This design comes from an exercise in tuning for small area on the open sky130 flow, not from production work. In this exercise RTL edits were held to simulation tests only and were not proved equivalent to the original. Power is estimated from default activity; no workload was simulated.

--- flow/constraint.sdc ---
create_clock -name core_clock -period 12.0 [get_ports {clk}]
set_input_delay 2.4000 -clock core_clock [delete_from_list [all_inputs] [get_ports {clk}]]
set_output_delay 2.4000 -clock core_clock [all_outputs]
set_load 0.01 [all_outputs]
--- flow/config.mk ---
export PLATFORM = sky130hd
export DESIGN_NAME = Segway
export DESIGN_NICKNAME = Segway
export VERILOG_FILES = /design/flow/design.v
export SDC_FILE = /design/flow/constraint.sdc
export NUM_CORES = 4
export LEC_CHECK = 0
export CAP_MARGIN = 20
export CORE_MARGIN = 2
export CORE_UTILIZATION = 75
export CTS_BUF_LIST = sky130_fd_sc_hd__clkbuf_8
export CTS_CLUSTER_DIAMETER = 60
export CTS_CLUSTER_SIZE = 16
export SLEW_MARGIN = 20
--- flow/design.v ---
module rst_synch(RST_n, clk, rst_n);
input RST_n, clk;
output reg rst_n;
reg metastab;
always_ff @(negedge clk, negedge RST_n) begin
	if (!RST_n)
		metastab <= 1'b0;
	else
		metastab <= 1'b1;
end
always_ff @(negedge clk, negedge RST_n) begin
	if (!RST_n)
		rst_n <= 1'b0;
	else
		rst_n <= metastab;
end
endmodule
module rca #(parameter W = 8) (input [W-1:0] a, input [W-1:0] b, input ci,
                               output [W-1:0] s, output co);
    wire [W:0] c;
    assign c[0] = ci;
    genvar i;
    generate
        for (i = 0; i < W; i = i + 1) begin : g
            wire p = a[i] ^ b[i];
            assign s[i] = p ^ c[i];
            assign c[i+1] = (a[i] & b[i]) | (p & c[i]);
        end
    endgenerate
    assign co = c[W];
endmodule
module inc #(parameter W = 8) (input [W-1:0] a, input ci, output [W-1:0] s, output co);
    wire [W:0] c;
    assign c[0] = ci;
    genvar i;
    generate
        for (i = 0; i < W; i = i + 1) begin : g
            assign s[i] = a[i] ^ c[i];
            assign c[i+1] = a[i] & c[i];
        end
    endgenerate
    assign co = c[W];
endmodule
module ltc #(parameter W = 8) (input [W-1:0] a, input [W-1:0] b, input ci, output lt);
    wire [W:0] c;
    assign c[0] = ci;
    genvar i;
    generate
        for (i = 0; i < W; i = i + 1) begin : g
            assign c[i+1] = (~a[i] & b[i]) | (~a[i] & c[i]) | (b[i] & c[i]);
        end
    endgenerate
    assign lt = c[W];
endmodule
module SPI_mstr16 #(parameter RW = 8) (
    input  clk, rst_n,
    input  wrt,
    input  MISO,
    output SCLK,
    output SS_n,
    output done,
    output busy,
    output fin,                 
    output reg rx0,             
    output reg [RW-1:0] rd,     
    output [3:0] mosi_idx       
);
    reg [4:0] sclk_div;
    reg [3:0] q;
    reg bsy;
    assign SCLK = sclk_div[4];
    assign busy = bsy;
    assign done = ~bsy;
    wire smpl = bsy && (sclk_div == 5'd15);
    wire shft = bsy && (sclk_div == 5'd31);
    assign fin = bsy && (q == 4'd15) && (sclk_div == 5'd17);
    wire porch = (q == 4'd15) && sclk_div[4] && (sclk_div[3] || (&sclk_div[2:0]));
    assign SS_n = ~bsy | fin;
    wire [4:0] sclk_inc;
    wire [3:0] q_inc;
    inc #(5) u_s(.a(sclk_div), .ci(1'b1), .s(sclk_inc), .co());
    inc #(4) u_q(.a(q), .ci(1'b1), .s(q_inc), .co());
    always_ff @(posedge clk, negedge rst_n)
        if (!rst_n)
            sclk_div <= 5'd0;
        else if (wrt)
            sclk_div <= 5'b10111;
        else
            sclk_div <= sclk_inc;
    always_ff @(posedge clk, negedge rst_n)
        if (!rst_n)
            bsy <= 1'b0;
        else if (wrt)
            bsy <= 1'b1;
        else if (fin)
            bsy <= 1'b0;
    always_ff @(posedge clk)
        if (wrt)
            q <= 4'd15;
        else if (shft)
            q <= q_inc;
    always_ff @(posedge clk, negedge rst_n)
        if (!rst_n)
            rx0 <= 1'b0;
        else if (smpl && q == 4'd0)
            rx0 <= MISO;
    always_ff @(posedge clk)
        if (smpl)
            rd <= {rd[RW-2:0], MISO};
    assign mosi_idx = porch ? 4'd15 : ~q;
endmodule
module UART_rcv(clk, rst_n, RX, is_g, is_s);
    input clk, rst_n;
    input RX;
    output is_g, is_s;
    reg RX_meta, RX_stab;
    reg active;
    reg [3:0] rx_counter;
    reg [11:0] baud_counter;      
    reg mg, ms;
    always_ff @(posedge clk, negedge rst_n)
        if (!rst_n) begin
            RX_meta <= 1'b0;
            RX_stab <= 1'b0;
        end else begin
            RX_meta <= RX;
            RX_stab <= RX_meta;
        end
    localparam [11:0] LFSR_1302 = 12'h72d, LFSR_2604 = 12'h7ee;
    wire [11:0] baud_inc = {baud_counter[10:0],
                            ~(baud_counter[11] ^ baud_counter[10] ^ baud_counter[9] ^ baud_counter[3])};
    wire [3:0] rx_inc;
    inc #(4) u_r(.a(rx_counter), .ci(1'b1), .s(rx_inc), .co());
    wire start = ~active & ~RX_stab;
    wire shift = active & (baud_counter == LFSR_2604);
    wire fin   = active & ~shift & (rx_counter == 4'd10);
    always_ff @(posedge clk, negedge rst_n)
        if (!rst_n)
            active <= 1'b0;
        else if (start)
            active <= 1'b1;
        else if (fin)
            active <= 1'b0;
    always_ff @(posedge clk)
        if (start)
            baud_counter <= LFSR_1302;
        else if (shift)
            baud_counter <= 12'h000;
        else
            baud_counter <= baud_inc;
    always_ff @(posedge clk)
        if (start)
            rx_counter <= 4'h0;
        else if (shift)
            rx_counter <= rx_inc;
    reg pg, ps;
    always_comb begin
        pg = 1'b1; ps = 1'b1;
        case (rx_counter)
            4'd1: begin pg = 1'b1; ps = 1'b1; end
            4'd2: begin pg = 1'b1; ps = 1'b1; end
            4'd3: begin pg = 1'b1; ps = 1'b0; end
            4'd4: begin pg = 1'b0; ps = 1'b0; end
            4'd5: begin pg = 1'b0; ps = 1'b1; end
            4'd6: begin pg = 1'b1; ps = 1'b1; end
            4'd7: begin pg = 1'b1; ps = 1'b1; end
            4'd8: begin pg = 1'b0; ps = 1'b0; end
            default: begin pg = RX_stab; ps = RX_stab; end    
        endcase
    end
    always_ff @(posedge clk, negedge rst_n)
        if (!rst_n) begin
            mg <= 1'b0;
            ms <= 1'b0;
        end else if (start) begin
            mg <= 1'b1;
            ms <= 1'b1;
        end else if (shift) begin
            mg <= mg & (RX_stab == pg);
            ms <= ms & (RX_stab == ps);
        end
    assign is_g = ~active & mg;
    assign is_s = ~active & ms;
endmodule
module Auth_blk(clk, rst_n, RX, rider_off, pwr_up);
    input clk, rst_n;
    input RX, rider_off;
    output reg pwr_up;
    localparam [1:0] OFF = 2'd0, PWR1 = 2'd1, PWR2 = 2'd2;
    reg [1:0] state, next_state;
    wire g, s;
    UART_rcv rcv(.clk(clk), .rst_n(rst_n), .RX(RX), .is_g(g), .is_s(s));
    always_ff @(posedge clk, negedge rst_n)
        if (!rst_n)
            state <= OFF;
        else
            state <= next_state;
    always_comb begin
        next_state = PWR1;
        pwr_up = 1'b0;
        case (state)
            OFF:
                if (g) pwr_up = 1'b1;
                else next_state = OFF;
            PWR1:
                if (s) begin
                    if (rider_off) next_state = OFF;
                    else begin next_state = PWR2; pwr_up = 1'b1; end
                end else
                    pwr_up = 1'b1;
            PWR2:
                if (rider_off) next_state = OFF;
                else if (g) pwr_up = 1'b1;
                else begin next_state = PWR2; pwr_up = 1'b1; end
            default: ;
        endcase
    end
endmodule
module inertial_integrator(clk, rst_n, upd, ld_fus, ptch_rt, AZ, ptch);
    input clk, rst_n;
    input upd, ld_fus;
    input [15:0] ptch_rt, AZ;
    output [15:0] ptch;
    reg [26:0] ptch_int;
    reg fus;
    wire lt;
    wire [26:0] nxt;
    integ_comb u_c(.ptch_int(ptch_int), .ptch_rt(ptch_rt), .AZ(AZ), .fus(fus), .lt(lt), .nxt(nxt));
    always_ff @(posedge clk)
        if (ld_fus)
            fus <= lt;
    always_ff @(posedge clk, negedge rst_n)
        if (!rst_n)
            ptch_int <= 27'd0;
        else if (upd)
            ptch_int <= nxt;
    assign ptch = ptch_int[26:11];
endmodule
module integ_comb(input [26:0] ptch_int, input [15:0] ptch_rt, input [15:0] AZ, input fus,
                  output lt, output [26:0] nxt);
    wire [15:0] ptch = ptch_int[26:11];
    wire [8:0] azc_hi;
    wire [15:0] X;
    rca #(9) u_az3(.a(AZ[15:7]), .b(9'd3), .ci(1'b0), .s(azc_hi), .co());
    assign X = {azc_hi, AZ[6:0]};
    wire [18:0] Xe = {{3{X[15]}}, X};
    wire [18:0] X5, X7;
    rca #(19) u_x5b(.a({Xe[16:0], 2'b00}), .b(Xe), .ci(1'b0), .s(X5), .co());
    rca #(19) u_x7(.a({Xe[15:0], 3'b000}), .b(~Xe), .ci(1'b1), .s(X7), .co());
    wire [25:0] prod;
    rca #(26) u_pr(.a({X5[18], X5, 6'b0}), .b({{7{X7[18]}}, X7}), .ci(1'b0), .s(prod), .co());
    wire [15:0] acc = {{3{prod[25]}}, prod[25:13]};
    ltc #(16) u_cmp(.a({~ptch[15], ptch[14:0]}), .b({~acc[15], acc[14:0]}), .ci(1'b0), .lt(lt));
    wire [15:0] R;
    rca #(16) u_r(.a(ptch_rt), .b(16'hFC3E), .ci(1'b0), .s(R), .co());
    wire [15:0] nR = ~R;                      
    wire [6:0] t7;
    rca #(7) u_t(.a({nR[15], nR[15:10]}), .b({7{~fus}}), .ci(fus), .s(t7), .co());
    rca #(27) u_n(.a(ptch_int), .b({{10{t7[6]}}, t7, nR[9:0]}), .ci(1'b1), .s(nxt), .co());
endmodule
module inert_intf(clk, rst_n, tmr_full, vld, vld_d, ptch, SS_n, SCLK, MOSI, MISO, INT);
    input clk, rst_n;
    input tmr_full;           
    output vld;               
    output reg vld_d;         
    output [15:0] ptch;       
    output SS_n, SCLK, MOSI;
    input MISO;
    input INT;
    localparam [3:0] INIT1 = 4'd0, INIT2 = 4'd1, INIT3 = 4'd2, INIT4 = 4'd3,
                     CHECK = 4'd4, READ1 = 4'd5, READ2 = 4'd8, READ3 = 4'd9,
                     READ4 = 4'd10, VALID = 4'd11;
    reg [3:0] state, nxt_state;
    wire done, busy, rx0;
    wire [7:0] rd;
    wire [3:0] idx;
    reg wrt;
    SPI_mstr16 #(.RW(8)) mstr(.clk(clk), .rst_n(rst_n), .wrt(wrt), .MISO(MISO),
                    .SCLK(SCLK), .SS_n(SS_n), .done(done), .busy(busy), .fin(),
                    .rx0(rx0), .rd(rd), .mosi_idx(idx));
    reg [15:0] cmd;
    always_comb
        case (state)
            INIT2:   cmd = 16'h0D02;
            INIT3:   cmd = 16'h1053;
            INIT4:   cmd = 16'h1150;
            READ2:   cmd = 16'hA200;
            READ3:   cmd = 16'hA300;
            READ4:   cmd = 16'hAC00;
            VALID:   cmd = 16'hAD00;
            default: cmd = 16'h1460;    
        endcase
    assign MOSI = busy ? cmd[idx] : rx0;
    reg INT_meta, INT_stab;
    always_ff @(posedge clk, negedge rst_n)
        if (!rst_n) begin
            INT_meta <= 1'b0;
            INT_stab <= 1'b0;
        end else begin
            INT_meta <= INT;
            INT_stab <= INT_meta;
        end
    always_ff @(posedge clk, negedge rst_n)
        if (!rst_n)
            vld_d <= 1'b0;
        else
            vld_d <= vld;
    always_ff @(posedge clk, negedge rst_n)
        if (!rst_n)
            state <= INIT1;
        else
            state <= nxt_state;
    always_comb begin
        nxt_state = state;
        wrt = 1'b0;
        case (state)
            INIT1: if (tmr_full) begin wrt = 1'b1; nxt_state = INIT2; end
            INIT2: if (done) begin wrt = 1'b1; nxt_state = INIT3; end
            INIT3: if (done) begin wrt = 1'b1; nxt_state = INIT4; end
            INIT4: if (done) begin wrt = 1'b1; nxt_state = CHECK; end
            CHECK: if (INT_stab) nxt_state = READ1;
            READ1: if (done) begin wrt = 1'b1; nxt_state = READ2; end
            READ2: if (done) begin wrt = 1'b1; nxt_state = READ3; end
            READ3: if (done) begin wrt = 1'b1; nxt_state = READ4; end
            READ4: if (done) begin wrt = 1'b1; nxt_state = VALID; end
            VALID: if (done) nxt_state = CHECK;
            default: nxt_state = INIT1;
        endcase
    end
    assign vld = (state == VALID) && done;
    reg [7:0] ptch_h, ptch_l, AZ_h;
    always_ff @(posedge clk) begin
        if (state == READ2 && done) ptch_l <= rd;
        if (state == READ3 && done) ptch_h <= rd;
    end
    always_ff @(posedge clk, negedge rst_n)
        if (!rst_n)
            AZ_h <= 8'h00;
        else if (vld_d)
            AZ_h <= rd;
    inertial_integrator integ(.clk(clk), .rst_n(rst_n), .upd(vld_d),
                              .ld_fus(state == READ4 && done),
                              .ptch_rt({ptch_h, ptch_l}), .AZ({AZ_h, rd}), .ptch(ptch));
endmodule
module balance_cntrl(clk, rst_n, vld, ptch, ld_cell_diff, lft_spd, lft_rev,
                     rght_spd, rght_rev, rider_off, en_steer, pwr_up, too_fast);
    input clk, rst_n;
    input vld;                         
    input [15:0] ptch;                 
    input [8:0] ld_cell_diff;          
    input rider_off;
    input en_steer;
    input pwr_up;
    output [10:0] lft_spd, rght_spd;
    output lft_rev, rght_rev;
    output too_fast;
    reg [17:0] ptch_I_term;
    reg [9:0] ptch_err_tmp, prev_ptch_err;
    reg clr_d;
    reg [15:0] lft_torque, rght_torque;
    wire [9:0] e;
    wire [17:0] integral;
    wire ov;
    wire [15:0] pid;
    pid_comb u_p(.ptch(ptch), .ptch_I_term(ptch_I_term), .prev_ptch_err(prev_ptch_err),
                 .e(e), .integral(integral), .ov(ov), .pid(pid));
    wire [15:0] lt_n, rt_n;
    trq_comb u_t(.pid(pid), .steer(en_steer), .diff(ld_cell_diff), .lft(lt_n), .rght(rt_n));
    always_ff @(posedge clk) begin
        lft_torque <= lt_n;
        rght_torque <= rt_n;
    end
    wire [10:0] lspd, rspd;
    shape sl(.t(lft_torque), .spd(lspd), .rev(lft_rev));
    shape sr(.t(rght_torque), .spd(rspd), .rev(rght_rev));
    assign lft_spd = lspd & {11{pwr_up}};
    assign rght_spd = rspd & {11{pwr_up}};
    assign too_fast = pwr_up & ((lspd > 11'd1536) | (rspd > 11'd1536));
    always_ff @(posedge clk, negedge rst_n)
        if (!rst_n)
            clr_d <= 1'b1;
        else
            clr_d <= ~pwr_up | rider_off;
    always_ff @(posedge clk)
        if (clr_d)
            ptch_I_term <= 18'h00000;
        else if (vld & ~ov)
            ptch_I_term <= integral;
    always_ff @(posedge clk, negedge rst_n)
        if (!rst_n) begin
            ptch_err_tmp <= 10'h000;
            prev_ptch_err <= 10'h000;
        end else if (vld) begin
            ptch_err_tmp <= e;
            prev_ptch_err <= ptch_err_tmp;
        end
endmodule
module pid_comb(input [15:0] ptch, input [17:0] ptch_I_term, input [9:0] prev_ptch_err,
                output [9:0] e, output [17:0] integral, output ov, output [15:0] pid);
    assign e = ptch[15] ? (&ptch[14:9] ? ptch[9:0] : 10'h200)
                        : (|ptch[14:9] ? 10'h1ff : {1'b0, ptch[8:0]});
    rca #(18) u_i(.a({{8{e[9]}}, e}), .b(ptch_I_term), .ci(1'b0), .s(integral), .co());
    assign ov = (e[9] & ptch_I_term[17] & ~integral[17]) |
                (~e[9] & ~ptch_I_term[17] & integral[17]);
    wire [9:0] dd;
    rca #(10) u_d(.a(e), .b(~prev_ptch_err), .ci(1'b1), .s(dd), .co());
    wire [6:0] ds = dd[9] ? (&dd[8:6] ? dd[6:0] : 7'h40)
                          : (|dd[8:6] ? 7'h3f : {1'b0, dd[5:0]});
    wire [12:0] ee = {{3{e[9]}}, e};
    wire [12:0] e7;
    rca #(13) u_e7(.a({ee[9:0], 3'b000}), .b(~ee), .ci(1'b1), .s(e7), .co());
    wire [9:0] dse = {{3{ds[6]}}, ds};
    wire [9:0] d5;
    rca #(10) u_d5(.a({dse[7:0], 2'b00}), .b(dse), .ci(1'b0), .s(d5), .co());
    wire [13:0] pd;
    rca #(14) u_pd(.a({e7[12], e7}), .b({{3{d5[9]}}, d5, 1'b0}), .ci(1'b0), .s(pd), .co());
    rca #(16) u_pid(.a({pd[13], pd, 1'b0}), .b(ptch_I_term[17:2]), .ci(1'b0), .s(pid), .co());
endmodule
module trq_comb(input [15:0] pid, input steer, input [8:0] diff,
                output [15:0] lft, output [15:0] rght);
    wire [15:0] s = steer ? {{7{diff[8]}}, diff} : 16'h0000;
    rca #(16) u_l(.a(pid), .b(~s), .ci(1'b1), .s(lft), .co());
    rca #(16) u_r(.a(pid), .b(s), .ci(1'b0), .s(rght), .co());
endmodule
module shape(input [15:0] t, output [10:0] spd, output rev);
    wire neg = t[15];
    wire [15:0] x = t ^ {16{neg}};            
    wire lowt = ~|x[15:7] & ((x[6:0] < 7'd69) | ((x[6:0] == 7'd69) & ~neg));
    wire hit  = |x[15:11] | (x[10:0] > 11'd1067) | ((x[10:0] == 11'd1067) & neg);
    wire [10:0] A = lowt ? {x[6:0], {4{neg}}} : x[10:0];
    wire [10:0] B = lowt ? ~{4'b0000, x[6:0]} : 11'd980;
    wire [10:0] m;
    rca #(11) u_m(.a(A), .b(B), .ci(lowt | neg), .s(m), .co());
    assign spd = hit ? 11'h7ff : m;
    assign rev = neg ? (t >= 16'd33748) : (t >= 16'd31788);
endmodule
module steer_en(clk, rst_n, lft_e, rght_e, en_steer, rider_off, ld_cell_diff);
    input clk, rst_n;
    input [11:0] lft_e, rght_e;
    output reg en_steer;
    output reg rider_off;
    output reg [8:0] ld_cell_diff;   
    localparam [1:0] IDLE = 2'd0, WAIT = 2'd1, STEER_EN = 2'd2;
    reg [1:0] state, nxt_state;
    reg [15:0] timer_cnt;         
    reg clr_tmr;
    wire gt8_n, gt16_n, sgt_n, slt_n;
    wire [8:0] diff_n;
    steer_comb u_c(.lft_ld(lft_e), .rght_ld(rght_e), .ld_cell_diff(diff_n),
                   .diff_gt_eigth(gt8_n), .diff_gt_15_16(gt16_n),
                   .sum_gt_min(sgt_n), .sum_lt_min(slt_n));
    reg diff_gt_eigth, diff_gt_15_16, sum_gt_min, sum_lt_min;
    always_ff @(posedge clk, negedge rst_n)
        if (!rst_n) begin
            diff_gt_eigth <= 1'b0;    
            diff_gt_15_16 <= 1'b0;
            sum_gt_min <= 1'b0;
            sum_lt_min <= 1'b1;
        end else begin
            diff_gt_eigth <= gt8_n;
            diff_gt_15_16 <= gt16_n;
            sum_gt_min <= sgt_n;
            sum_lt_min <= slt_n;
        end
    always_ff @(posedge clk)
        ld_cell_diff <= diff_n;
    wire tmr_full = (timer_cnt == 16'hd577);
    wire [15:0] tmr_inc = {timer_cnt[14:0],
                           ~(timer_cnt[15] ^ timer_cnt[14] ^ timer_cnt[12] ^ timer_cnt[3])};
    always_ff @(posedge clk)
        timer_cnt <= clr_tmr ? 16'd0 : tmr_inc;
    always_ff @(posedge clk, negedge rst_n)
        if (!rst_n)
            state <= IDLE;
        else
            state <= nxt_state;
    always_comb begin
        en_steer = 1'b0;
        clr_tmr = 1'b0;
        rider_off = 1'b0;
        nxt_state = IDLE;
        case (state)
            IDLE:
                if (sum_gt_min) begin
                    nxt_state = WAIT;
                    clr_tmr = 1'b1;
                end else
                    rider_off = 1'b1;
            WAIT:
                if (!sum_gt_min)
                    rider_off = 1'b1;
                else if (diff_gt_eigth) begin
                    nxt_state = WAIT;
                    clr_tmr = 1'b1;
                end else if (tmr_full) begin
                    nxt_state = STEER_EN;
                    en_steer = 1'b1;
                end else
                    nxt_state = WAIT;
            STEER_EN:
                if (sum_lt_min)
                    rider_off = 1'b1;
                else if (diff_gt_15_16) begin
                    nxt_state = WAIT;
                    clr_tmr = 1'b1;
                end else begin
                    en_steer = 1'b1;
                    nxt_state = STEER_EN;
                end
            default: ;
        endcase
    end
endmodule
module steer_comb(input [11:0] lft_ld, input [11:0] rght_ld, output [8:0] ld_cell_diff,
                  output diff_gt_eigth, output diff_gt_15_16, output sum_gt_min, output sum_lt_min);
    wire [12:0] ld_sum;
    rca #(12) u_s(.a(lft_ld), .b(rght_ld), .ci(1'b0), .s(ld_sum[11:0]), .co(ld_sum[12]));
    wire [11:0] d;
    wire ge;                                    
    rca #(12) u_d(.a(lft_ld), .b(~rght_ld), .ci(1'b1), .s(d), .co(ge));
    assign ld_cell_diff = d[11:3];
    wire neg = ~ge;
    wire [11:0] x = d ^ {12{neg}};
    wire gt8;
    ltc #(12) u_c8(.a({2'b00, ld_sum[12:3]}), .b(x), .ci(neg), .lt(gt8));
    assign diff_gt_eigth = gt8;
    wire [11:0] mn = neg ? lft_ld : rght_ld;
    wire le16;
    ltc #(9) u_c16(.a({mn[7:0], 1'b1}), .b(ld_sum[12:4]), .ci(1'b1), .lt(le16));
    assign diff_gt_15_16 = ~|mn[11:8] & le16;
    assign sum_gt_min = ld_sum > 13'h220;
    assign sum_lt_min = ld_sum < 13'h1e0;
endmodule
module PWM11(clk, rst_n, cnt, duty, PWM_sig);
    input clk, rst_n;
    input [10:0] cnt;
    input [10:0] duty;
    output reg PWM_sig;
    wire R;    
    wire lt;
    ltc #(11) u_c(.a(cnt), .b(duty), .ci(1'b0), .lt(lt));
    assign R = ~lt;
    always_ff @(posedge clk, negedge rst_n)
        if (!rst_n)
            PWM_sig <= 1'b0;
        else if (R)
            PWM_sig <= 1'b0;
        else if (cnt == 11'd0)
            PWM_sig <= 1'b1;
endmodule
module mtr_drv(clk, rst_n, lft_spd, lft_rev, PWM_rev_lft, PWM_frwrd_lft, rght_spd, rght_rev, PWM_rev_rght, PWM_frwrd_rght);
    input clk, rst_n;
    input [10:0] lft_spd, rght_spd;
    input lft_rev, rght_rev;
    output PWM_rev_lft, PWM_frwrd_lft;
    output PWM_rev_rght, PWM_frwrd_rght;
    reg [10:0] cnt;
    wire lft_sig, rght_sig;
    wire [10:0] cnt_inc;
    inc #(11) u_i(.a(cnt), .ci(1'b1), .s(cnt_inc), .co());
    always_ff @(posedge clk, negedge rst_n)
        if (!rst_n)
            cnt <= 11'd0;
        else
            cnt <= cnt_inc;
    PWM11 lft(.clk(clk), .rst_n(rst_n), .cnt(cnt), .duty(lft_spd), .PWM_sig(lft_sig));
    PWM11 rght(.clk(clk), .rst_n(rst_n), .cnt(cnt), .duty(rght_spd), .PWM_sig(rght_sig));
    assign PWM_rev_lft = lft_rev & lft_sig;
    assign PWM_frwrd_lft = ~lft_rev & lft_sig;
    assign PWM_rev_rght = rght_rev & rght_sig;
    assign PWM_frwrd_rght = ~rght_rev & rght_sig;
endmodule
module A2D_intf(clk, rst_n, nxt, lft_e, rght_e, batt_low, SS_n, SCLK, MOSI, MISO);
    input clk, rst_n;
    input nxt;
    output reg [11:0] lft_e, rght_e;
    output reg batt_low;
    input MISO;
    output MOSI, SCLK, SS_n;
    localparam [1:0] IDLE = 2'd0, WRITE = 2'd1, UPDATE = 2'd2, READ = 2'd3;
    reg [1:0] state, nxt_state;
    reg [1:0] count;
    reg wrt, update;
    wire done, busy, fin, rx0;
    wire [11:0] rd;
    wire [3:0] idx;
    SPI_mstr16 #(.RW(12)) master(.clk(clk), .rst_n(rst_n), .wrt(wrt), .MISO(MISO),
                    .SCLK(SCLK), .SS_n(SS_n), .done(done), .busy(busy), .fin(fin),
                    .rx0(rx0), .rd(rd), .mosi_idx(idx));
    assign MOSI = busy ? ((idx == 4'd13) & (count != 2'd0)) | ((idx == 4'd11) & (count == 2'd2))
                       : rx0;
    always_ff @(posedge clk, negedge rst_n)
        if (!rst_n)
            count <= 2'b00;
        else if (update)
            count <= (count == 2'b10) ? 2'b00 : count + 2'd1;
    always_ff @(posedge clk, negedge rst_n)
        if (!rst_n)
            lft_e <= 12'h000;
        else if (state == READ && fin && count == 2'd0)
            lft_e <= rd;
    always_ff @(posedge clk, negedge rst_n)
        if (!rst_n)
            rght_e <= 12'h000;
        else if (state == READ && fin && count == 2'd1)
            rght_e <= rd;
    always_ff @(posedge clk, negedge rst_n)
        if (!rst_n)
            batt_low <= 1'b1;
        else if (update && count[1])
            batt_low <= (rd <= 12'h800);
    always_ff @(posedge clk, negedge rst_n)
        if (!rst_n)
            state <= IDLE;
        else
            state <= nxt_state;
    always_comb begin
        update = 1'b0;
        wrt = 1'b0;
        nxt_state = state;
        case (state)
            IDLE:   if (nxt) begin wrt = 1'b1; nxt_state = WRITE; end
            WRITE:  if (done) nxt_state = UPDATE;
            UPDATE: begin wrt = 1'b1; nxt_state = READ; end
            READ:   if (done) begin update = 1'b1; nxt_state = IDLE; end
        endcase
    end
endmodule
module piezo(clk, rst_n, norm_mode, ovr_spd, batt_low, sound, sound_n, tmr_full);
    input clk, rst_n;
    input norm_mode, ovr_spd, batt_low;
    output reg sound;
    output sound_n;
    output tmr_full;
    reg [12:0] lo;                   
    reg [13:0] hi;                   
    assign sound_n = ~sound;
    wire lo_top = (lo == 13'h1000);
    wire wrap = (hi == 14'h2faf) && (lo == 13'h0ca3);      
    assign tmr_full = lo_top & (&hi[2:0]);                   
    wire lo_fb = lo[12] ^ lo[3] ^ lo[2] ^ lo[0] ^ ~|lo[11:0];
    wire [13:0] hi_inc;
    inc #(14) u_i(.a(hi), .ci(lo_top), .s(hi_inc), .co());
    always_ff @(posedge clk, negedge rst_n)
        if (!rst_n) begin
            lo <= 13'd0;
            hi <= 14'd0;
        end else if (wrap) begin
            lo <= 13'd0;
            hi <= 14'd0;
        end else begin
            lo <= {lo[11:0], lo_fb};
            hi <= hi_inc;
        end
    wire [26:13] count = hi;
    wire S_norm = norm_mode & (count[26:22] == 5'b00001) & !count[16];
    wire R_norm = !norm_mode | (count[26:22] != 5'b00001) | count[16];
    wire S_ovr  = ovr_spd & !count[13] & count[19];
    wire R_ovr  = !ovr_spd | count[13];
    wire batt_win = (count[26:25] == 2'b00) & (count[23:22] == 2'b01);
    wire S_batt = batt_low & !count[15] & batt_win;
    wire R_batt = !batt_low | count[15];
    wire S = (S_norm & !ovr_spd & !batt_low) | (S_ovr & !(batt_win & batt_low)) | S_batt;
    wire R = R_norm & R_ovr & R_batt;
    always_ff @(posedge clk, negedge rst_n)
        if (!rst_n)
            sound <= 1'b0;
        else if (R)
            sound <= 1'b0;
        else if (S)
            sound <= 1'b1;
endmodule
module Segway(clk,RST_n,LED,INERT_SS_n,INERT_MOSI,
              INERT_SCLK,INERT_MISO,A2D_SS_n,A2D_MOSI,A2D_SCLK,
              A2D_MISO,PWM_rev_rght,PWM_frwrd_rght,PWM_rev_lft,
              PWM_frwrd_lft,piezo_n,piezo,INT,RX);
    input clk,RST_n;
    input INERT_MISO;
    input A2D_MISO;
    input INT;
    input RX;
    output [7:0] LED;
    output A2D_SS_n, INERT_SS_n;
    output A2D_MOSI, INERT_MOSI;
    output A2D_SCLK, INERT_SCLK;
    output PWM_rev_rght, PWM_frwrd_rght;
    output PWM_rev_lft, PWM_frwrd_lft;
    output piezo_n,piezo;
    wire rst_n;
    wire pwr_up;
    wire [11:0] lft_e, rght_e;            
    wire batt_low;
    wire [15:0] ptch;
    wire vld, vld_d;                       
    wire tmr_full;
    wire en_steer, rider_off;
    wire [8:0] ld_cell_diff;
    wire [10:0] lft_spd, rght_spd;
    wire lft_rev, rght_rev;
    wire too_fast;
    assign LED = 8'h00;
    Auth_blk iAUTH(.clk(clk), .rst_n(rst_n), .RX(RX), .rider_off(rider_off), .pwr_up(pwr_up));
    inert_intf iININT(.clk(clk), .rst_n(rst_n), .tmr_full(tmr_full), .INT(INT),
                      .vld(vld), .vld_d(vld_d), .ptch(ptch),
                      .SS_n(INERT_SS_n), .SCLK(INERT_SCLK), .MOSI(INERT_MOSI), .MISO(INERT_MISO));
    balance_cntrl iBAL(.clk(clk), .rst_n(rst_n), .vld(vld_d), .ptch(ptch), .rider_off(rider_off),
                       .en_steer(en_steer), .pwr_up(pwr_up), .ld_cell_diff(ld_cell_diff),
                       .too_fast(too_fast), .lft_spd(lft_spd), .lft_rev(lft_rev),
                       .rght_spd(rght_spd), .rght_rev(rght_rev));
    steer_en iSTEER(.clk(clk), .rst_n(rst_n), .lft_e(lft_e), .rght_e(rght_e),
                    .en_steer(en_steer), .rider_off(rider_off), .ld_cell_diff(ld_cell_diff));
    mtr_drv iMTR(.clk(clk), .rst_n(rst_n), .lft_spd(lft_spd), .lft_rev(lft_rev),
                 .rght_spd(rght_spd), .rght_rev(rght_rev),
                 .PWM_rev_lft(PWM_rev_lft), .PWM_frwrd_lft(PWM_frwrd_lft),
                 .PWM_rev_rght(PWM_rev_rght), .PWM_frwrd_rght(PWM_frwrd_rght));
    A2D_intf iA2DINT(.clk(clk), .rst_n(rst_n), .nxt(vld),
                     .lft_e(lft_e), .rght_e(rght_e), .batt_low(batt_low),
                     .SS_n(A2D_SS_n), .SCLK(A2D_SCLK), .MOSI(A2D_MOSI), .MISO(A2D_MISO));
    piezo iSPKR(.clk(clk), .rst_n(rst_n), .norm_mode(pwr_up), .ovr_spd(too_fast), .batt_low(batt_low),
                .sound(piezo), .sound_n(piezo_n), .tmr_full(tmr_full));
    rst_synch iRST(.clk(clk), .RST_n(RST_n), .rst_n(rst_n));
endmodule
--- flow/run.sh ---
#!/bin/bash
# synth_recipe.tcl (not shown) runs the flow's synth.tcl, then flattens the netlist and writes it again
# the make line also repeats each setting of config.mk as NAME=value (left out here)
make -C /OpenROAD-flow-scripts/flow DESIGN_CONFIG=/design/flow/config.mk WORK_HOME=/design/flow/orfs CLKGATE_MAP_FILE= SYNTH_SCRIPT=/design/flow/synth_recipe.tcl finish
==> results of run 1 <==
[kinds of logic after synthesis]
kind of cell,after synthesis
simple gates,427
buf+inv,337
fa+ha+maj,326
flops,297
compound gates,275
mux,76
xor+xnor,72
other cells,2
[layout make-up]
type	count	area, sq um	area share [%]
Clock buffer	28	385	1.88
Clock inverter	20	225	1.10
Inverter	271	1020	4.97
Multi-Input combinational cell	1185	10900	53.1
Sequential cell	297	7130	34.9
Tap cell	330	413	2.02
Timing Repair Buffer	51	423	2.07
[per-layer routing]
layer  vias to the layer above  wire length [microns]  share of wire, %
met3                        78                   1060               3.0
met4                         0                    910               2.6
li1                       5983                      -                 -
met1                      6244                  15100                43
met2                       220                  18500                52
met5                         -                      0                 0
[cells in the mapped netlist, types with 20 or more instances]
cell type	number
sky130_fd_sc_hd__nand2_1	109
sky130_fd_sc_hd__dfrtp_1	157
sky130_fd_sc_hd__dfxtp_1	98
sky130_fd_sc_hd__mux2_2	43
sky130_fd_sc_hd__xnor2_1	54
sky130_fd_sc_hd__o21ai_0	63
sky130_fd_sc_hd__nor2b_1	31
sky130_fd_sc_hd__ha_1	114
sky130_fd_sc_hd__inv_1	268
sky130_fd_sc_hd__nand3_1	20
sky130_fd_sc_hd__clkbuf_1	45
sky130_fd_sc_hd__and2_1	32
sky130_fd_sc_hd__nor2_1	122
sky130_fd_sc_hd__mux2i_1	33
sky130_fd_sc_hd__a21oi_1	99
sky130_fd_sc_hd__fa_1	192
sky130_fd_sc_hd__edfxtp_1	37
[path summary, 6_finish.rpt]
path                                                   end                      start  cells after the start  slack (ns)
worst max-delay path                  iBAL.rght_torque[14]  iININT.integ.ptch_int[21]                     35        0.42
worst min-delay path                            iRST.rst_n              iRST.metastab                      0        0.30
worst max register to register        iBAL.rght_torque[14]  iININT.integ.ptch_int[21]                     35        0.42
worst min register to register                  iRST.rst_n              iRST.metastab                      0        0.30
max in group asynchronous                    iRST.metastab                      RST_n                      1        3.95
min in group asynchronous       iA2DINT.master.sclk_div[0]                 iRST.rst_n                      0        6.23
[state kept, by name, summed over array words and instances (netlist names), 11 cells and up]
| name | flops |
|---|---|
| iA2DINT.master.rd | 12 |
| iAUTH.rcv.baud_counter | 12 |
| iSTEER.timer_cnt | 16 |
| iSPKR.lo | 13 |
| iA2DINT.rght_e | 12 |
| iBAL.rght_torque | 15 |
| iSPKR.hi | 14 |
| iBAL.lft_torque | 16 |
| iA2DINT.lft_e | 12 |
| iBAL.ptch_I_term | 18 |
| iMTR.cnt | 11 |
| iININT.integ.ptch_int | 27 |
[power by group through the flow]
stage | clock [uW] | combinational, uW | sequential, uW
after floorplan | 0 | 51.9 | 1070
after global placement | 0 | 71.8 | 1070
after detailed placement | 0 | 74.2 | 1070
after CTS | 677 | 75.8 | 1050
after global routing | 716 | 83.2 | 1050
final | 667 | 74.2 | 1050
[per-stage QoR]
stage                     setup slack (ns)  instance area, sq um
final                                0.422                 20500
after global routing               0.00104                 20500
after CTS                          0.00257                 20400
after detailed placement            -0.143                 19800
after global placement              0.0969                 19800
after floorplan                     0.0261                 19300
[repair_timing]
action / CTS / global route
pin swaps: 3 / 2
endpoints found under the setup margin: 4 / 4
gates resized for setup: 6 / 7
buffers inserted: 4 / 0
==> results.txt, run 1 <==
During synthesis, Yosys emitted a total of 13 warnings. For the final database, setup skew stands at 0.0440 ns. By instance count, the cell type seen most on the critical path is sky130_fd_sc_hd__fa_1. The half-perimeter wire length after detailed placement was 27000 microns; the top achievable clock speed was 86.4 MHz.

The synthesized netlist devotes 28.6% of its cell area to adder and majority cells. The most used flip-flop cell after synthesis is sky130_fd_sc_hd__dfrtp_1. Routability-driven placement finished with a final weighted congestion of 0.858. The post-route core utilization is 81.2%.

After detailed placement, the design holds a cell count of 2129. In the synthesized netlist the async set-or-reset flop fraction comes to 54.5%. The I/O pin count is 26, and the number of antenna violations at the first check in global routing is 0. The tools report the number of fill cells as 1542. The sequential element share of the synthesized area is 37.1%, and the reported leakage power is 0.00943 uW. The number of global-route vias before repair is 12800, and the delay of the slowest cell on the worst path is 0.58 ns. The tools report the fraction of met1 tracks used by global routing as 36.0%.

Setup violations remaining at the end of the flow were counted as 0. In the final routed layout, each cell accounts on average for 16.3 microns. The gate family responsible for the most delay along the worst path was adder cells. For the post-layout instance count excluding filler cells, the log shows 2182. Critical path's slowest cell: sky130_fd_sc_hd__fa_2. Clock transition at the registers of the reported paths: 0.09 ns.

After detailed routing, the total wire length is 35600 microns. At the later pin of the worst-skew pair, clock insertion delay measures 0.59 ns. The switching fraction of total power works out to 22.7%. The core region is 25200 sq um.

The area growth from synthesis to layout is 6.53%, and the hold slack is 0.298 ns. The count of antenna-violating nets left after detailed routing was 0; the via count was 12500. The total standard cell area after synthesis was 19200 sq um. For the H-tree depth, the log shows 1. The floorplan step set the die height to 164 microns. The top cell type by area accounts for 20.5% of the synthesized area. The category of the worst setup path launch point is a register. The number of antenna diodes in the final layout is 0. The number of register bits inferred by synthesis is 297.

Area of the die: 26900 sq um. Ranked by total cell area, the synthesized netlist is headed by sky130_fd_sc_hd__dfrtp_1 (20%), sky130_fd_sc_hd__fa_1 (20%), sky130_fd_sc_hd__dfxtp_1 (10%). In the final design database the tool counted 2144 nets. The maximum ir drop on the vdd rail was 0.112 mV. Summing the areas of all xor and xnor instances in the mapped netlist gives 3.28% of the synthesized area. Post-synthesis cell type count: 72. The maximum root-to-sink buffer count was 3.

The largest area contributor in the netlist was sky130_fd_sc_hd__dfrtp_1. Each instance of the synthesized netlist takes up on average 10.6 sq um. Post-layout total power: 1790 uW. The tools report the count of pins over their slew limit as 0. Per report_power, the clock group accounts for 37.2% of the total.

For the sequential share of power, the log shows 58.6%. The run gives 26 as the TritonCTS buffer count. The count of buffering cells on the critical path with inverters included was 5.

Class of the most critical hold timing path: reg2reg. The transition at the pin with the smallest max-transition slack works out to 1.08 ns. The library cells used most frequently in the layout, excluding fill and tap cells, are sky130_fd_sc_hd__inv_1 (276), sky130_fd_sc_hd__fa_1 (184), sky130_fd_sc_hd__dfrtp_1 (156), sky130_fd_sc_hd__nor2_1 (122), sky130_fd_sc_hd__ha_1 (113).

The number of flops mapped to enable cells by yosys was 37; the compound-cell area share of the yosys netlist was 8.97%. In this run, post-CTS hold repair placed 0 buffers. The tools report the logic gate share of total power as 4.1%. The busiest layer in global routing was met2. In the routed design, unresolved DRC markers number 0. STA puts the critical path data required time at 12.47 ns. Entering global routing, the biggest net connects 76 pins. In this run the tightest slew margin relative to its limit is 27.7%. After synthesis, the largest family of logic cells by area is adder cells.

The maximum fanout along the worst path was 6. Summed over all failing endpoints, the final setup total negative slack is 0 ns. Global routing consumed, on the met2 layer, 49.9% of the routing resources.

The met3 usage in global routing was 3.26%. Counting every sink on the clock net gives 297. Subtracting the final worst setup slack from the clock period gives 11.58 ns. For this configuration, the core starts out at a cell density of 76.3%. The number of buffer cells added on primary ports was 17.

Clock tree root buffer cell: sky130_fd_sc_hd__clkbuf_8. Setup repair after global routing left no endpoint under its margin. Summed over all nets, the switching power comes to 407 uW. The mux contribution to synthesized area is 4.24%. The run gives 1812 as the number of cells produced by synthesis. The ratio of cells with drive above 1 in the final layout is 8.37%. The capturing element type of the critical path is a register.

In this run, the number of DRC markers left after iteration 0 of detailed routing was 802. The flow ran to the end and the layout has no timing, DRC or antenna violations. The global route total overflow is 0, and the cell internal power dissipation is 1380 uW. Measured along the x axis, the die boundary spans 164 microns. TritonCTS built the clock tree.

After floorplanning, the core was divided into 58 placement rows. The worst setup path is of the reg2reg kind. The global router's overall resource usage was 27.7%; the ratio of final minimum period to clock period was 96.5%. The power per standard cell area is 87.6 nW/um^2, and the data arrival at the endpoint of the critical path is 12.05 ns. The total count of hold-check failures in the final report came out at 0.

Most common cell after layout, fill and taps aside: sky130_fd_sc_hd__inv_1. The first detailed-routing pass ran for 5 iterations. The ratio of routed vias to standard cells is 5.74. Max-cap violations in this run came to 0. The wire length of the first global-routing pass is 60200 microns, and the simple-gate area share of the yosys netlist is 11.0%.
==> run 2, diff against run 1 <==
--- a/flow/design.v
+++ b/flow/design.v
@@ -216,29 +216,63 @@
         endcase
     end
 endmodule
-module inertial_integrator(clk, rst_n, upd, ld_fus, ptch_rt, AZ, ptch);
+module inertial_integrator(clk, rst_n, upd, ld_lo, ld_hi, ld_fus, rd, AZ, ptch);
     input clk, rst_n;
-    input upd, ld_fus;
-    input [15:0] ptch_rt, AZ;
+    input upd, ld_lo, ld_hi, ld_fus;
+    input [7:0] rd;
+    input [15:0] AZ;
     output [15:0] ptch;
     reg [26:0] ptch_int;
-    reg fus;
+    reg fus, b0, cr;
+    reg [5:0] hi6;
     wire lt;
-    wire [26:0] nxt;
-    integ_comb u_c(.ptch_int(ptch_int), .ptch_rt(ptch_rt), .AZ(AZ), .fus(fus), .lt(lt), .nxt(nxt));
-    always_ff @(posedge clk)
-        if (ld_fus)
-            fus <= lt;
+    integ_fus u_f(.ptch(ptch_int[26:11]), .AZ(AZ), .lt(lt));
+    wire [7:0] lo8;
+    wire c8, b0_n;
+    integ_lo u_l(.p(ptch_int[7:0]), .rl(rd), .s(lo8), .c8(c8), .b0(b0_n));
+    wire [1:0] mid2;
+    wire c10;
+    wire [5:0] hi6_n;
+    integ_mid u_m(.p(ptch_int[9:8]), .rh(rd), .b0(b0), .c8(cr), .s(mid2), .c10(c10), .hi6(hi6_n));
+    wire [16:0] top;
+    integ_top u_t(.p(ptch_int[26:10]), .hi6(hi6), .c10(cr), .fus(fus), .s(top));
+    always_ff @(posedge clk) begin
+        if (ld_fus) fus <= lt;
+        if (ld_lo) b0 <= b0_n;
+        if (ld_lo) cr <= c8;
+        else if (ld_hi) cr <= c10;
+        if (ld_hi) hi6 <= hi6_n;
+    end
     always_ff @(posedge clk, negedge rst_n)
         if (!rst_n)
             ptch_int <= 27'd0;
-        else if (upd)
-            ptch_int <= nxt;
+        else begin
+            if (ld_lo) ptch_int[7:0] <= lo8;
+            if (ld_hi) ptch_int[9:8] <= mid2;
+            if (upd) ptch_int[26:10] <= top;
+        end
     assign ptch = ptch_int[26:11];
 endmodule
-module integ_comb(input [26:0] ptch_int, input [15:0] ptch_rt, input [15:0] AZ, input fus,
-                  output lt, output [26:0] nxt);
-    wire [15:0] ptch = ptch_int[26:11];
+module integ_lo(input [7:0] p, input [7:0] rl, output [7:0] s, output c8, output b0);
+    wire [7:0] r;
+    wire co;
+    rca #(8) u_r(.a(rl), .b(8'h3e), .ci(1'b0), .s(r), .co(co));
+    assign b0 = ~co;
+    rca #(8) u_s(.a(p), .b(~r), .ci(1'b1), .s(s), .co(c8));
+endmodule
+module integ_mid(input [1:0] p, input [7:0] rh, input b0, input c8,
+                 output [1:0] s, output c10, output [5:0] hi6);
+    wire [7:0] r;
+    rca #(8) u_r(.a(rh), .b(8'hfc), .ci(~b0), .s(r), .co());
+    rca #(2) u_s(.a(p), .b(~r[1:0]), .ci(c8), .s(s), .co(c10));
+    assign hi6 = ~r[7:2];
+endmodule
+module integ_top(input [16:0] p, input [5:0] hi6, input c10, input fus, output [16:0] s);
+    wire [6:0] t7;
+    rca #(7) u_t(.a({hi6[5], hi6}), .b({7{~fus}}), .ci(fus), .s(t7), .co());
+    rca #(17) u_s(.a(p), .b({{10{t7[6]}}, t7}), .ci(c10), .s(s), .co());
+endmodule
+module integ_fus(input [15:0] ptch, input [15:0] AZ, output lt);
     wire [8:0] azc_hi;
     wire [15:0] X;
     rca #(9) u_az3(.a(AZ[15:7]), .b(9'd3), .ci(1'b0), .s(azc_hi), .co());
@@ -251,12 +285,6 @@
     rca #(26) u_pr(.a({X5[18], X5, 6'b0}), .b({{7{X7[18]}}, X7}), .ci(1'b0), .s(prod), .co());
     wire [15:0] acc = {{3{prod[25]}}, prod[25:13]};
     ltc #(16) u_cmp(.a({~ptch[15], ptch[14:0]}), .b({~acc[15], acc[14:0]}), .ci(1'b0), .lt(lt));
-    wire [15:0] R;
-    rca #(16) u_r(.a(ptch_rt), .b(16'hFC3E), .ci(1'b0), .s(R), .co());
-    wire [15:0] nR = ~R;                      
-    wire [6:0] t7;
-    rca #(7) u_t(.a({nR[15], nR[15:10]}), .b({7{~fus}}), .ci(fus), .s(t7), .co());
-    rca #(27) u_n(.a(ptch_int), .b({{10{t7[6]}}, t7, nR[9:0]}), .ci(1'b1), .s(nxt), .co());
 endmodule
 module inert_intf(clk, rst_n, tmr_full, vld, vld_d, ptch, SS_n, SCLK, MOSI, MISO, INT);
     input clk, rst_n;
@@ -328,19 +356,16 @@
         endcase
     end
     assign vld = (state == VALID) && done;
-    reg [7:0] ptch_h, ptch_l, AZ_h;
-    always_ff @(posedge clk) begin
-        if (state == READ2 && done) ptch_l <= rd;
-        if (state == READ3 && done) ptch_h <= rd;
-    end
+    reg [7:0] AZ_h;
     always_ff @(posedge clk, negedge rst_n)
         if (!rst_n)
             AZ_h <= 8'h00;
         else if (vld_d)
             AZ_h <= rd;
     inertial_integrator integ(.clk(clk), .rst_n(rst_n), .upd(vld_d),
+                              .ld_lo(state == READ2 && done), .ld_hi(state == READ3 && done),
                               .ld_fus(state == READ4 && done),
-                              .ptch_rt({ptch_h, ptch_l}), .AZ({AZ_h, rd}), .ptch(ptch));
+                              .rd(rd), .AZ({AZ_h, rd}), .ptch(ptch));
 endmodule
 module balance_cntrl(clk, rst_n, vld, ptch, ld_cell_diff, lft_spd, lft_rev,
                      rght_spd, rght_rev, rider_off, en_steer, pwr_up, too_fast);
==> results.txt, run 2 <==
The detailed-route DRC error count was 0 (unchanged). The tools report the sequential element share of the synthesized area as 36.2% (-0.91 points). The count of antenna-violating nets left after detailed routing was 0 (unchanged); the number of endpoints failing setup at the final stage was 0 (unchanged).

The run gives 0 (unchanged) as the number of buffers inserted by hold repair at cts. The biggest area contributor in the post-synthesis netlist is sky130_fd_sc_hd__dfrtp_1. End point of the worst hold path: iRST.rst_n.

The most used flip-flop cell after synthesis is sky130_fd_sc_hd__dfrtp_1. The library cells used most frequently in the layout, excluding fill and tap cells, are sky130_fd_sc_hd__inv_1 (271), sky130_fd_sc_hd__fa_1 (187), sky130_fd_sc_hd__dfrtp_1 (156), sky130_fd_sc_hd__nand2_1 (128), sky130_fd_sc_hd__ha_1 (114). The clock tree root buffer cell is sky130_fd_sc_hd__clkbuf_8. The post-synthesis cell type count was 79 (+9.7%); the starting density of the core was 76.0% (-0.27 points).

The critical path in this run is classified as reg2reg. The tools report the worst min-delay path startpoint as iRST.metastab. Switching fraction of total power: 24.2% (+1.4 points). The logs give 25000 sq um (-0.58%) for the area of the placeable core and 0.00941 uW (-0.22%) for the reported leakage power. The proportion of netlist area held by the largest area contributor was 20.7% (+0.19 points). The delay of the slowest cell on the worst path came out at 0.52 ns (-0.06 ns). The largest registers in the layout are iININT.integ.ptch_int: 27 flops, iBAL.ptch_I_term: 18 flops.

The part of the power in the clock network is 36.9% (-0.3 points), and the max-capacitance violation count is 0 (unchanged). More flip-flops sit in one register than any other, and that register is iININT.integ.ptch_int. The tools report the number of global-route vias before repair as 13100 (+2.2%).

Among all cell types in the netlist, the one instantiated most often is sky130_fd_sc_hd__inv_1. The global route total overflow was 0 (unchanged). The tools report the via count as 12700 (+1.2%). For the data required time at the worst endpoint, the log shows 12.51 ns (+0.04 ns). Cell internal power dissipation: 1320 uW (-4.8%).

The H-tree depth was 1 (unchanged); the maximum root-to-sink buffer count was 3 (unchanged). The total count of hold-check failures in the final report is 0 (unchanged). Category of the worst setup path launch point: a register. The first-pass iteration count of the detailed router came out at 5 (unchanged). For the post-route cell area, the log shows 20300 sq um (-1.0%). The ratio of routed vias to standard cells was 5.80 (+1.0%); the total routed wirelength was 36600 microns (+2.9%).

The post-synthesis async set-or-reset flop share is 56.1% (+1.5 points). The transition at the pin with the smallest max-transition slack came out at 1.04 ns (-0.0389 ns). The global router's overall resource usage is 29.0% (+1.2 points). The headroom to the max-slew limit is 30.5% (+2.9 points), and the least setup slack across all paths after layout is 0.280 ns (-0.142 ns).

The worst register-to-register path ends at iBAL.lft_torque[15]. Flip-flop count of the largest register, all copies and words added: 27 (unchanged). The number of warnings issued by yosys came out at 13 (unchanged).

Total standard cell area after synthesis: 19000 sq um (-0.93%). The number of cells produced by synthesis is 1828 (+0.88%), and the sequential share of power is 58.7% (about the same). Sorting the synthesized cells by how often they occur yields sky130_fd_sc_hd__inv_1 (262), sky130_fd_sc_hd__fa_1 (192), sky130_fd_sc_hd__dfrtp_1 (157). Top achievable clock speed: 85.3 MHz (-1.2%). The logic depth of the worst register-to-register path was 34 (-2.9%); the area of the die was 26700 sq um (-0.91%). For the I/O pin count, the log shows 26 (unchanged). For the number of nets in the finished design, the log shows 2149 (+0.23%). TritonCTS built the clock tree. Horizontal extent of the die: 163 microns (-0.46%).

The number of cells on the worst hold path is 0 (unchanged), and the ratio of cells with drive above 1 in the final layout is 7.70% (-0.67 points). STA classifies the critical path endpoint as a register. The number of antenna violations at the first check in global routing came out at 0 (unchanged). The total net switching power is 420 uW (+3.1%). The data arrival at the endpoint of the critical path was 12.23 ns (+0.18 ns). In this design, the largest share of critical-path delay is due to adder cells.

The class of the most critical hold timing path is reg2reg. The pin count of the biggest net entering global routing came out at 161 (+110%). The average wire length per cell after detail routing works out to 16.8 microns (+2.6%). The worst register-to-register path begins at iININT.integ.ptch_int[20]. The tools report the wire length of the first global-routing pass as 62300 microns (+3.5%). Most common cell after layout, fill and taps aside: sky130_fd_sc_hd__inv_1. Post-detailed-placement cell area: 19500 sq um (-1.2%). The critical path's slowest cell is sky130_fd_sc_hd__fa_1. The tools report the post-placement worst setup slack as -0.352 ns (-0.209 ns). The ratio of final minimum period to clock period is 97.7% (+1.2 points).

Most used cell along the critical path: sky130_fd_sc_hd__fa_1. The clock transition at the registers of the reported paths is 0.10 ns (about the same). The number of flops mapped to enable cells by yosys was 29 (-22%); the TritonCTS buffer count was 27 (+3.8%).

The diode insertion count for antenna repair was 0 (unchanged). Half-perimeter wire length after detailed placement: 27300 microns (+0.99%). The tools report the setup slack on the worst flop-to-flop path as 0.28 ns (-0.14 ns). CTS sink count: 289 (-2.7%). The run finished with no timing, DRC or antenna violations.

For the maximum ir drop on the vdd rail, the log shows 0.117 mV (+4.2%). The run gives 4.4% (+0.3 points) as the logic gate share of total power. The power per standard cell area was 85.8 nW/um^2 (-2.0%); the time the worst path needs with I/O delays and setup was 11.72 ns (+0.142 ns).

The average footprint of a synthesized cell was 10.4 sq um (-1.8%); the number of standard-cell rows in the floorplan was 58 (unchanged). The final weighted congestion of routability-driven global placement is 0.866 (+1.0%). The number of DRC violations after detailed-routing iteration 0 was 999 (+25%); the area growth from synthesis to layout was 6.46% (about the same). Yosys attributes the largest share of cell area to sky130_fd_sc_hd__dfrtp_1 (21%), sky130_fd_sc_hd__fa_1 (20%), sky130_fd_sc_hd__dfxtp_1 (10%). The number of buffer cells added on primary ports is 17 (unchanged), and the maximum fanout along the worst path is 5 (-1). The tools report the clock network latency to the later pin of the worst-skew pair as 0.59 ns (about the same).

The number of register bits inferred by synthesis is 289 (-2.7%). The count of buffering cells on the critical path with inverters included came out at 2 (-3). The run gives 0.0496 ns (+0.00557 ns) as the clock skew. The count of pins over their slew limit was 0 (unchanged); the vertical extent of the die was 163 microns (-0.46%).
-- run 2: layer usage --
metal  track usage (%)  up-vias  wire length, microns
met3              3.50       82                  1520
met1              40.4     6283                 16100
li1                  -     6029                     -
met2              48.6      285                 18100
met5                 0        -                     0
met4              8.21        0                  1000
-- run 2: cell type report --
cell class | instances | area, sq um
Sequential cell | 289 | 6890
Tap cell | 330 | 413
Clock buffer | 28 | 385
Timing Repair Buffer | 48 | 427
Clock inverter | 21 | 203
Fill cell | 1550 | 4780
Multi-Input combinational cell | 1206 | 10900
Inverter | 265 | 995
-- run 2: worst max-delay path by stage --
| stage | from | to | slack [ns] | cells past startpoint |
|---|---|---|---|---|
| after floorplan | iININT.integ.ptch_int[26] | iBAL.rght_torque[15] | 0.07 | 32 |
| after global placement | iININT.integ.ptch_int[20] | iBAL.rght_torque[15] | 0.09 | 32 |
| after detailed placement | iININT.integ.ptch_int[23] | iBAL.rght_torque[15] | -0.35 | 33 |
| after CTS | iININT.integ.ptch_int[23] | iBAL.rght_torque[15] | 0.01 | 33 |
| after global routing | iININT.integ.ptch_int[25] | iBAL.rght_torque[15] | -0.07 | 35 |
| final | iININT.integ.ptch_int[20] | iBAL.lft_torque[15] | 0.28 | 34 |
-- run 2: cell families (layout without fill, tap and decap cells) --
kind of cell,Yosys count,after routing,synth area share (%)
XOR/XNOR,73,73,3.36
multiplexers,76,76,4.26
AND/OR/NAND/NOR,446,446,11.5
buffers and inverters,340,362,6.91
other,2,9,0.0395
flip-flops,289,289,36.2
adder cells (fa/ha/maj),316,316,28.3
AO/OA/AOI/OAI,286,286,9.48
-- run 2: power by group through the flow --
stage	combinational [uW]	clock, uW	sequential [uW]
after global placement	75.2	0	1040
after floorplan	56.6	0	1040
after CTS	77.9	656	1020
after global routing	87.5	692	1020
after detailed placement	77.1	0	1040
final	76.7	641	1020
-- run 2: timing repair --
item	4_1_cts	5_1_grt
gates resized for setup	5	15
endpoints found under the setup margin	4	4
setup buffers	2	2
pin swaps	2	4
-- run 2: per-stage QoR --
stage | hold WS (ns) | utilization [%] | setup TNS (ns) | total power (uW) | cells
floorplan | 0.292 | - | 0 | 1100 | 1835
global placement | 0.304 | 78.0 | 0 | 1110 | 2133
detailed placement | 0.312 | 78.0 | -1.12 | 1120 | 2133
CTS | 0.313 | 80.5 | 0 | 1750 | 2184
global route | 0.314 | 80.9 | -0.186 | 1800 | 2187
finish | 0.309 | 80.9 | 0 | 1740 | 2187
-- run 2: worst register-to-register path: cells and delay by family (launching register included) --
| family | cells | cell delay [ns] |
|---|---|---|
| flip-flops | 1 | 0.35 |
| AND/OR/NAND/NOR | 1 | 0.19 |
| AO/OA/AOI/OAI | 4 | 0.78 |
| adder cells (fa/ha/maj) | 24 | 9.55 |
| buffers and inverters | 2 | 0.26 |
| XOR/XNOR | 3 | 0.54 |
==> run 3, diff against run 2 <==
--- a/flow/config.mk
+++ b/flow/config.mk
@@ -7,7 +7,7 @@
 export LEC_CHECK = 0
 export CAP_MARGIN = 20
 export CORE_MARGIN = 2
-export CORE_UTILIZATION = 75
+export CORE_UTILIZATION = 82
 export CTS_BUF_LIST = sky130_fd_sc_hd__clkbuf_8
 export CTS_CLUSTER_DIAMETER = 60
 export CTS_CLUSTER_SIZE = 16
==> results.txt, run 3 <==
The ratio of final minimum period to clock period was 97.7% (about the same); the data required time at the worst endpoint was 12.46 ns (-0.05 ns). The post-layout instance count excluding filler cells came out at 2133 (-2.5%). The power per standard cell area came out at 84.5 nW/um^2 (-1.4%). The count of buffering cells on the critical path with inverters included is 3 (+1). The run gives 13600 (+4.0%) as the number of global-route vias before repair. Global route total overflow: 0 (unchanged). In the synthesized netlist the dominant register cell turns out to be sky130_fd_sc_hd__dfrtp_1. The wire length on met1 was 16200 microns (+1.1%).

The first-pass iteration count of the detailed router was 5 (unchanged); the H-tree depth was 1 (unchanged). The flip-flop count of the largest register, all copies and words added works out to 27 (unchanged). The number of nets in the finished design came out at 2140 (-0.42%).

Among the stages of the critical path, the cell type that occurs most often is sky130_fd_sc_hd__fa_1. The largest registers in the layout are iININT.integ.ptch_int: 27 flops, iBAL.ptch_I_term: 18 flops. The tools report the area of the die as 24400 sq um (-8.3%).

Starting density of the core: 83.8% (+7.8 points). The run gives 0.60 ns (about the same) as the clock network latency to the later pin of the worst-skew pair. Maximum fanout along the worst path: 3 (-2). The area of the placeable core was 22700 sq um (-9.3%). The run gives 0 (unchanged) as the count of antenna-violating nets left after detailed routing. The ratio of cells with drive above 1 in the final layout came out at 7.36% (-0.34 points). The largest area contributor in the netlist is sky130_fd_sc_hd__dfrtp_1. The transition at the pin with the smallest max-transition slack is 1.07 ns (+0.0270 ns), and the ratio of routed vias to standard cells is 6.14 (+5.9%). I/O pin count: 26 (unchanged). The sequential share of power came out at 60.2% (+1.5 points). The detailed-route DRC error count was 0 (unchanged). The largest register by flop count was iININT.integ.ptch_int. Total net switching power: 419 uW (-0.25%). The tools report the total standard cell area after synthesis as 19000 sq um (unchanged). The run gives 4.6% (+0.2 points) as the logic gate share of total power. The logs give 36.2% (unchanged) for the sequential element share of the synthesized area and 13 (unchanged) for the number of warnings issued by yosys. The pin count of the biggest net entering global routing is 161 (unchanged), and the area growth from synthesis to layout is 5.46%. The average footprint of a synthesized cell was 10.4 sq um (unchanged). The run finished with no timing, DRC or antenna violations. The post-placement worst setup slack is -0.0346 ns (+0.318 ns), and the post-layout total power is 1700 uW (-2.4%). The vertical extent of the die was 156 microns (-4.3%).

The logs give 28100 microns (+2.9%) for the half-perimeter wire length after detailed placement and 0 (unchanged) for the number of buffers inserted by hold repair at cts. The gate family responsible for the most delay along the worst path was adder cells. The via count is 13100 (+3.3%). The number of buffer cells added on primary ports was 17 (unchanged); the max-capacitance violation count was 0 (unchanged). Horizontal extent of the die: 156 microns (-4.3%). The top cell types in the final layout, fill and taps aside, are sky130_fd_sc_hd__inv_1 (270), sky130_fd_sc_hd__fa_1 (185), sky130_fd_sc_hd__dfrtp_1 (156), sky130_fd_sc_hd__nand2_1 (128). The diode insertion count for antenna repair was 0 (unchanged).

The proportion of netlist area held by the largest area contributor was 20.7% (unchanged). The library cell used most frequently in the layout, excluding fill and tap cells, is sky130_fd_sc_hd__inv_1. For the number of standard-cell rows in the floorplan, the log shows 55 (-5.2%).

After detailed routing, no signal wire sits above met4. The number of antenna violations at the first check in global routing was 0 (unchanged); the routed wire length on met2 was 20100 microns (+11%). The clock tree root buffer cell is sky130_fd_sc_hd__clkbuf_8. The run gives 0.867 (+0.12%) as the final weighted congestion of routability-driven global placement.

The commonest cells after synthesis are sky130_fd_sc_hd__inv_1 (262), sky130_fd_sc_hd__fa_1 (192), sky130_fd_sc_hd__dfrtp_1 (157). The category of the worst setup path launch point was a register. The worst setup path is of the reg2reg kind. The worst setup path is captured at a register. For the data arrival at the endpoint of the critical path, the log shows 12.18 ns (-0.05 ns).

The class of the most critical hold timing path is reg2reg. The time the worst path needs with I/O delays and setup is 11.72 ns (+0.00290 ns). Ranked by total cell area, the synthesized netlist is headed by sky130_fd_sc_hd__dfrtp_1 (21%), sky130_fd_sc_hd__fa_1 (20%), sky130_fd_sc_hd__dfxtp_1 (10%). The clock skew was 0.0560 ns (+0.00646 ns). The routed length on met3 is 2060 microns (+35%). TritonCTS built the clock tree.

The logs give 64400 microns (+3.3%) for the wire length of the first global-routing pass and 0 (unchanged) for the number of endpoints failing setup at the final stage. For the least setup slack across all paths after layout, the log shows 0.277 ns (-0.00290 ns). The headroom to the max-slew limit is 28.7% (-1.8 points), and the post-synthesis cell type count is 79 (unchanged).

The top achievable clock speed was 85.3 MHz (about the same); the reported leakage power was 0.00931 uW (-1.1%). The switching fraction of total power is 24.7% (+0.52 points), and the maximum ir drop on the vdd rail is 0.0831 mV (-29%). The maximum root-to-sink buffer count was 3 (unchanged). The post-synthesis async set-or-reset flop share was 56.1% (unchanged). The logs give 0 (unchanged) for the total count of hold-check failures in the final report and 39600 microns (+8.1%) for the total routed wirelength. The average wire length per cell after detail routing is 18.6 microns (+11%).

The tools report the cell internal power dissipation as 1280 uW (-3.0%). The cell count after placement was 2078 (-2.6%). CTS sink count: 289 (unchanged). The most common cell in the synthesized netlist is sky130_fd_sc_hd__inv_1.

The TritonCTS buffer count is 26 (-3.7%), and the number of register bits inferred by synthesis is 289 (unchanged). The delay of the slowest cell on the worst path is 0.59 ns (+0.07 ns). The clock transition at the registers of the reported paths is 0.10 ns (about the same). For the part of the power in the clock network, the log shows 35.2% (-1.7 points). The critical path's slowest cell is sky130_fd_sc_hd__fa_1. The number of cells produced by synthesis is 1828 (unchanged), and the global router's overall resource usage is 33.0% (+4.1 points). The logs give 1092 (+9.3%) for the number of DRC violations after detailed-routing iteration 0 and 0 ns (unchanged) for the final total negative setup slack.

Count of pins over their slew limit: 0 (unchanged). Number of flops mapped to enable cells by yosys: 29 (unchanged).
[run 3: repair_timing]
action                                  in CTS  in global routing
hold endpoints to repair                     0                  0
setup buffers                                0                  7
gates resized for setup                      3                 19
pin swaps                                    0                  6
endpoints found under the setup margin       2                  5
[run 3: area by class of cell]
cell class              instances  area, sq um
clock buffers                  29          399
clock inverters                19          130
fillers                      1064         2650
inverters                     265          995
multi-input cells            1206        10900
flip-flops and latches        289         6890
well taps                     285          357
repair buffers                 40          359
[run 3: logic make-up (layout without fill, tap and decap cells)]
| kind of cell | Yosys count | count (layout) | synth area share (%) |
|---|---|---|---|
| simple gates | 446 | 446 | 11.5 |
| buf+inv | 340 | 353 | 6.91 |
| fa+ha+maj | 316 | 316 | 28.3 |
| flops | 289 | 289 | 36.2 |
| compound gates | 286 | 286 | 9.48 |
| mux | 76 | 76 | 4.26 |
| xor+xnor | 73 | 73 | 3.36 |
| other cells | 2 | 9 | 0.0395 |
[run 3: final timing paths]
path / depth (start not counted) / endpoint / slack, ns / start
worst max-delay path: 35 / iBAL.lft_torque[15] / 0.28 / iININT.integ.ptch_int[25]
min in group asynchronous: 1 / iA2DINT.master.rx0 / 6.43 / iRST.rst_n
max in group asynchronous: 1 / iRST.metastab / 3.96 / RST_n
worst max register to register: 35 / iBAL.lft_torque[15] / 0.28 / iININT.integ.ptch_int[25]
worst min register to register: 0 / iRST.rst_n / 0.31 / iRST.metastab
worst min-delay path: 0 / iRST.rst_n / 0.31 / iRST.metastab
[run 3: metrics by stage]
step | instance area [sq um] | util, % | hold WS, ns
2_1_floorplan | 19100 | - | 0.292
3_3_place_gp | 19400 | 85.4 | 0.302
3_5_place_dp | 19400 | 85.4 | 0.312
4_1_cts | 19900 | 87.8 | 0.312
5_1_grt | 20100 | 88.3 | 0.325
6_report | 20100 | 88.3 | 0.310
[run 3: power by group through the flow]
stage,registers [uW],logic [uW],clock network [uW]
floorplan,1040,56.6,0
global placement,1040,73.9,0
detailed placement,1040,78.6,0
CTS,1020,79.2,606
global route,1020,87.9,638
finish,1020,78.1,597
[run 3: layer usage]
layer / global-route usage, % / vias to the layer above
met3: 3.96 / 94
li1: - / 5992
met1: 44.5 / 6558
met2: 57.2 / 453
met4: 9.92 / 0
met5: 0 / -
